What follows belongs to an exercise in optimizing a design on an open flow for small area and a short achievable clock period; a production flow would make more cautious choices.
Only simulation tests tie the RTL to the original design; equivalence was not proved.
Power and IR drop assume default switching activity.

// MemorySystem
module MemorySystem	(
	input clk,
	input reset,
	input RWB,
	input [5:0] address,
	input [7:0] data,
	output hit,
	output [7:0] MemSysOut
);
Size: roughly 1100 cells after synthesis, ~570 flip-flops, ~26 I/O pins.
clock: 10.0 ns
lec_check: 0
cap_margin: 5
core_margin: 2
core_utilization: 40
cts_buf_list: sky130_fd_sc_hd__clkbuf_16
cts_cluster_diameter: 100
cts_cluster_size: 30
place_density: 0.6
setup_slack_margin: 5
slew_margin: 5
synth_hierarchical: 1
tns_end_percent: 5
run.sh (not shown) runs the stock make flow with config.mk's settings and CLKGATE_MAP_FILE= SYNTH_SCRIPT=/design/flow/synth_recipe.tcl, a recipe that flattens the netlist after the stock synthesis.
The baseline went through all stages and came out clean.
Then changed:
CAP_MARGIN = 20   (was 5)
CORE_UTILIZATION = 60   (was 40)
PLACE_DENSITY = 0.75   (was 0.6)
SETUP_SLACK_MARGIN = 4.4   (was 5)
SLEW_MARGIN = 20   (was 5)
Outcome:
- The new run produced a clean layout
- design area came out lower by 0.43%
- cell count is lower by 12%
- power is about the same
- sequential cell count stays the same
- synthesized cell count does not change
- via count came out higher by 4.7%
- synthesized area is unchanged

v6:
MemorySystem again, from the RTL that the note above started with.
==> flow/design.v (excerpt) <==
module MemorySystem	(
	input clk,
	input reset,
	input RWB,
	input [5:0] address,
	input [7:0] data,
	output hit,
	output [7:0] MemSysOut
);
	wire [7:0] set_oh = 8'd1 << address[2:0];
	wire [7:0] tag_oh = 8'd1 << address[5:3];
	Cache cache1 (
		.clk(clk), .reset(reset), .set_oh(set_oh), .tag(address[5:3]), .hit(hit)
	) ;
	RAM ram1 (
		.clk(clk), .reset(reset), .we(RWB), .col_oh(set_oh), .row_oh(tag_oh),
		.wdata(data), .rdata(MemSysOut)
	) ;
endmodule
clock: 10.0 ns
lec_check: 0
cap_margin: 20
core_margin: 2
core_utilization: 60
cts_buf_list: sky130_fd_sc_hd__clkbuf_8
cts_cluster_diameter: 80
cts_cluster_size: 16
place_density: 0.75
setup_slack_margin: 5
slew_margin: 20
synth_hierarchical: 1
tns_end_percent: 5
v6: all stages complete, timing, DRC and antenna checks passed
diff inputs: v6 => v7
Settings: changing PLACE_DENSITY from 0.75 to 0.6; removing CTS_CLUSTER_DIAMETER (formerly 80); removing CTS_CLUSTER_SIZE (formerly 16); changing CTS_BUF_LIST from sky130_fd_sc_hd__clkbuf_8 to sky130_fd_sc_hd__clkbuf_4; changing SETUP_SLACK_MARGIN from 5 to 4; removing TNS_END_PERCENT (formerly 5); changing CORE_UTILIZATION from 60 to 40.
## What came out
Met3 routed wirelength: v7 vs v6 down 39%
Total power of v7 is higher than that of v6.
Compared to v6, v7 shows a narrower setup margin.
Going from v6 to v7, minimum period implied by the final worst setup slack picked up an extra 0.11 ns, fraction of the cycle the final worst path needs increased by 1.1 points relative to the old numbers.

## build 74
The RTL this note starts from:
==> flow/design.v <==
module RAM (
	input        clk,
	input        reset,
	input        we,
	input  [7:0] col_oh,
	input  [7:0] row_oh,
	input  [7:0] wdata,
	output [7:0] rdata
);
	reg [7:0] mem [0:63];
	wire [7:0] wd  = reset ? 8'd0 : wdata;
	wire [7:0] wcol_n = ~(col_oh | {8{reset}});
	wire [7:0] wrow_n = ~((row_oh & {8{we}}) | {8{reset}});
	wire [7:0] rrow = row_oh & {8{!we}};
	genvar t, s, b;
	generate
		for (t = 0; t < 8; t = t + 1) begin : row_g
			for (s = 0; s < 8; s = s + 1) begin : col_g
				wire en;
				Nor2 en_g (.a(wcol_n[s]), .b(wrow_n[t]), .y(en));
				always @(posedge clk)
					if (en)
						mem[t*8+s] <= wd;
			end
		end
	endgenerate
	wire [7:0] row [0:7];
	generate
		for (t = 0; t < 8; t = t + 1) begin : rrow_g
			for (b = 0; b < 8; b = b + 1) begin : rbit_g
				AndOr8 col_mux (
					.sel(col_oh),
					.d({mem[t*8+7][b], mem[t*8+6][b], mem[t*8+5][b], mem[t*8+4][b],
					    mem[t*8+3][b], mem[t*8+2][b], mem[t*8+1][b], mem[t*8+0][b]}),
					.y(row[t][b])
				);
			end
		end
		for (b = 0; b < 8; b = b + 1) begin : rout_g
			AndOr8 row_mux (
				.sel(rrow),
				.d({row[7][b], row[6][b], row[5][b], row[4][b],
				    row[3][b], row[2][b], row[1][b], row[0][b]}),
				.y(rdata[b])
			);
		end
	endgenerate
endmodule
module AndOr8 (
	input  [7:0] sel,
	input  [7:0] d,
	output       y
);
	assign y = |(sel & d);
endmodule
module Nor2 (
	input  a,
	input  b,
	output y
);
	assign y = ~(a | b);
endmodule
module Cache (
	input        clk,
	input        reset,
	input  [7:0] set_oh,
	input  [2:0] tag,
	output       hit
);
	reg [2:0] mru [0:7];
	reg [2:0] lru [0:7];
	reg [7:0] valid;
	wire [2:0] mru_s, lru_s;
	wire       valid_s;
	genvar b, g;
	generate
		for (b = 0; b < 3; b = b + 1) begin : sel_g
			AndOr8 mru_mux (
				.sel(set_oh),
				.d({mru[7][b], mru[6][b], mru[5][b], mru[4][b],
				    mru[3][b], mru[2][b], mru[1][b], mru[0][b]}),
				.y(mru_s[b])
			);
			AndOr8 lru_mux (
				.sel(set_oh),
				.d({lru[7][b], lru[6][b], lru[5][b], lru[4][b],
				    lru[3][b], lru[2][b], lru[1][b], lru[0][b]}),
				.y(lru_s[b])
			);
		end
	endgenerate
	AndOr8 valid_mux (.sel(set_oh), .d(valid), .y(valid_s));
	wire hit_m = valid_s && (mru_s == tag);
	wire hit_l = valid_s && (lru_s == tag);
	assign hit = hit_m || hit_l;
	wire [2:0] lru_d = valid_s ? mru_s : tag;
	generate
		for (g = 0; g < 8; g = g + 1) begin : set_g
			always @(posedge clk) begin
				if (reset)
					valid[g] <= 1'b0;
				else if (set_oh[g])
					valid[g] <= 1'b1;
				if (set_oh[g])
					mru[g] <= tag;
				if (set_oh[g] && !hit_m)
					lru[g] <= lru_d;
			end
		end
	endgenerate
endmodule
module MemorySystem	(
	input clk,
	input reset,
	input RWB,
	input [5:0] address,
	input [7:0] data,
	output hit,
	output [7:0] MemSysOut
);
	wire [7:0] set_oh = 8'd1 << address[2:0];
	wire [7:0] tag_oh = 8'd1 << address[5:3];
	Cache cache1 (
		.clk(clk), .reset(reset), .set_oh(set_oh), .tag(address[5:3]), .hit(hit)
	) ;
	RAM ram1 (
		.clk(clk), .reset(reset), .we(RWB), .col_oh(set_oh), .row_oh(tag_oh),
		.wdata(data), .rdata(MemSysOut)
	) ;
endmodule
clock: 10.0 ns
lec_check: 0
cap_margin: 20
core_margin: 2
core_utilization: 70
cts_buf_list: sky130_fd_sc_hd__clkbuf_16
cts_cluster_diameter: 100
cts_cluster_size: 30
place_density: 0.82
setup_slack_margin: 5
slew_margin: 20
synth_hierarchical: 1
tns_end_percent: 5
[inputs] build 48 vs build 74
# build 74
export LEC_CHECK = 0
export CAP_MARGIN = 20
export CORE_MARGIN = 2
export CORE_UTILIZATION = 70
export CTS_BUF_LIST = sky130_fd_sc_hd__clkbuf_16
export CTS_CLUSTER_DIAMETER = 100
export CTS_CLUSTER_SIZE = 30
export PLACE_DENSITY = 0.82
export SETUP_SLACK_MARGIN = 5
export SLEW_MARGIN = 20
export SYNTH_HIERARCHICAL = 1
export TNS_END_PERCENT = 5
create_clock -name core_clock -period 10.0 [get_ports {clk}]
# build 48
export LEC_CHECK = 0
export CAP_MARGIN = 20
export CORE_MARGIN = 2
export CORE_UTILIZATION = 40
export CTS_BUF_LIST = sky130_fd_sc_hd__clkbuf_8
export CTS_CLUSTER_DIAMETER = 80
export CTS_CLUSTER_SIZE = 16
export PLACE_DENSITY = 0.6
export SETUP_SLACK_MARGIN = 5
export SLEW_MARGIN = 20
export SYNTH_HIERARCHICAL = 1
export TNS_END_PERCENT = 5
create_clock -name core_clock -period 10.0 [get_ports {clk}]
Results
Clock network area share essentially unchanged between build 74 and build 48.
Build 74 ended up with address[0] as its origin of the worst setup path; build 48 ended up with address[1].
From build 74 to build 48 the numbers moved as follows: first-pass GRT wire length went up 4.0%, die outline width has increased, reported net switching power shows an increase of about 3.5%, wire length essentially unchanged.
> inputs changed (build 48 -> build 21)
# build 48
export LEC_CHECK = 0
export CAP_MARGIN = 20
export CORE_MARGIN = 2
export CORE_UTILIZATION = 40
export CTS_BUF_LIST = sky130_fd_sc_hd__clkbuf_8
export CTS_CLUSTER_DIAMETER = 80
export CTS_CLUSTER_SIZE = 16
export PLACE_DENSITY = 0.6
export SETUP_SLACK_MARGIN = 5
export SLEW_MARGIN = 20
export SYNTH_HIERARCHICAL = 1
export TNS_END_PERCENT = 5
create_clock -name core_clock -period 10.0 [get_ports {clk}]
# build 21
export LEC_CHECK = 0
export CAP_MARGIN = 20
export CORE_MARGIN = 2
export CORE_UTILIZATION = 40
export CTS_BUF_LIST = sky130_fd_sc_hd__clkbuf_16
export CTS_CLUSTER_DIAMETER = 100
export CTS_CLUSTER_SIZE = 30
export PLACE_DENSITY = 0.6
export SETUP_SLACK_MARGIN = 5
export SLEW_MARGIN = 20
export SYNTH_HIERARCHICAL = 1
create_clock -name core_clock -period 10.0 [get_ports {clk}]
### Flow results
Summary of build 21 over build 48: routed via count went down 135, number of antenna violations at the first check in global routing now larger, accumulated negative setup slack flat.
Worst hold slack after final layout came out higher on build 21 than on build 48.
Post-synthesis to final-layout area growth (higher): build 48
As far as power is concerned, build 48 and build 21 perform about the same.
Diff build 48..build 21 | number of iterations in the first detailed-routing pass | unchanged
Against build 48, the final cell area of build 21 is lower.
Setup changes, build 21 to build 73
# build 21
export LEC_CHECK = 0
export CAP_MARGIN = 20
export CORE_MARGIN = 2
export CORE_UTILIZATION = 40
export CTS_BUF_LIST = sky130_fd_sc_hd__clkbuf_16
export CTS_CLUSTER_DIAMETER = 100
export CTS_CLUSTER_SIZE = 30
export PLACE_DENSITY = 0.6
export SETUP_SLACK_MARGIN = 5
export SLEW_MARGIN = 20
export SYNTH_HIERARCHICAL = 1
create_clock -name core_clock -period 10.0 [get_ports {clk}]
# build 73
export LEC_CHECK = 0
export CAP_MARGIN = 20
export CORE_MARGIN = 2
export CORE_UTILIZATION = 40
export CTS_BUF_LIST = sky130_fd_sc_hd__clkbuf_16
export CTS_CLUSTER_DIAMETER = 100
export CTS_CLUSTER_SIZE = 30
export PLACE_DENSITY = 0.6
export SETUP_SLACK_MARGIN = 5
export SLEW_MARGIN = 20
export SYNTH_HIERARCHICAL = 1
export TNS_END_PERCENT = 5
create_clock -name core_clock -period 10.0 [get_ports {clk}]
Build 73 against build 21: initial standard-cell utilization of the core shows no meaningful change, setup slack shows an increase of 0.028 ns, highest cell delay on the worst timing path shows a reduction of 0.02 ns. Build 73 and build 21 ended up with nearly the same hold slack. Between build 73 and build 21, the via count of the first global-routing pass figures differ only marginally. Build 73 vs build 21: fraction of area in registers up. | relative area change from synthesis to final layout | higher: build 21 |.
For build 69, these inputs were changed with respect to build 73:
# build 73
export LEC_CHECK = 0
export CAP_MARGIN = 20
export CORE_MARGIN = 2
export CORE_UTILIZATION = 40
export CTS_BUF_LIST = sky130_fd_sc_hd__clkbuf_16
export CTS_CLUSTER_DIAMETER = 100
export CTS_CLUSTER_SIZE = 30
export PLACE_DENSITY = 0.6
export SETUP_SLACK_MARGIN = 5
export SLEW_MARGIN = 20
export SYNTH_HIERARCHICAL = 1
export TNS_END_PERCENT = 5
create_clock -name core_clock -period 10.0 [get_ports {clk}]
# build 69
export LEC_CHECK = 0
export CAP_MARGIN = 20
export CORE_MARGIN = 2
export CORE_UTILIZATION = 50
export CTS_BUF_LIST = sky130_fd_sc_hd__clkbuf_16
export CTS_CLUSTER_DIAMETER = 100
export CTS_CLUSTER_SIZE = 30
export PLACE_DENSITY = 0.65
export SETUP_SLACK_MARGIN = 5
export SLEW_MARGIN = 20
export SYNTH_HIERARCHICAL = 1
export TNS_END_PERCENT = 5
create_clock -name core_clock -period 10.0 [get_ports {clk}]
- Compared build 73 against build 69; clock-cell share of area within noise.
- Fraction of standard cell area that is sequential: build 73 vs build 69 — no meaningful difference
- Relative to build 73, build 69 improves fmax.
- Build 69 ends up with higher routed via count than build 73 does.
- Status: relative contribution of combinational cells to total power parity (build 69, build 73)
- Build 69 vs build 73: height of the die down by more than 10%

-- afterwards: timing with drivers on the ports --
How much do the figures lean on ideal ports? The routed layouts below were timed once more, with nothing changed but the port constraints.
Step 1 (the two cells are an assumption about what drives the block):
set clk [get_ports {clk}]
set_driving_cell -lib_cell sky130_fd_sc_hd__clkbuf_16 $clk
set_driving_cell -lib_cell sky130_fd_sc_hd__buf_2 [delete_from_list [all_inputs] $clk]
Step 2 times the ports against the registers' clock, not the clock port: input delays grow and output delays shrink by t, the midpoint of the rising clock arrivals with the driver on.
Slacks: ideal / step 1 / step 2; pairs: ideal / step 1.
run | t, ns | setup WS [ns] | latest minus earliest clock arrival (ns)
the first run of note 1 | 0.623 | 4.150 / 4.022 / 4.022 | 0.026 / 0.025
the second run of note 1 | 0.615 | 4.165 / 4.046 / 4.046 | 0.035 / 0.035
v6 | 0.652 | 4.152 / 4.018 / 4.018 | 0.028 / 0.028
v7 | 0.889 | 4.044 / 3.991 / 3.991 | 0.061 / 0.061
build 74 | 0.619 | 4.114 / 3.985 / 3.985 | 0.030 / 0.029
build 48 | 0.692 | 4.123 / 3.942 / 3.942 | 0.044 / 0.044
build 21 | 0.625 | 4.122 / 3.964 / 3.964 | 0.024 / 0.024
build 73 | 0.623 | 4.150 / 4.022 / 4.022 | 0.026 / 0.025
build 69 | 0.628 | 4.199 / 4.108 / 4.108 | 0.025 / 0.024
After both steps every run listed still meets setup and hold. For build 48, which loses most, drivers alone change the setup slack by -0.181 ns; drivers and shift together by -0.181 ns.
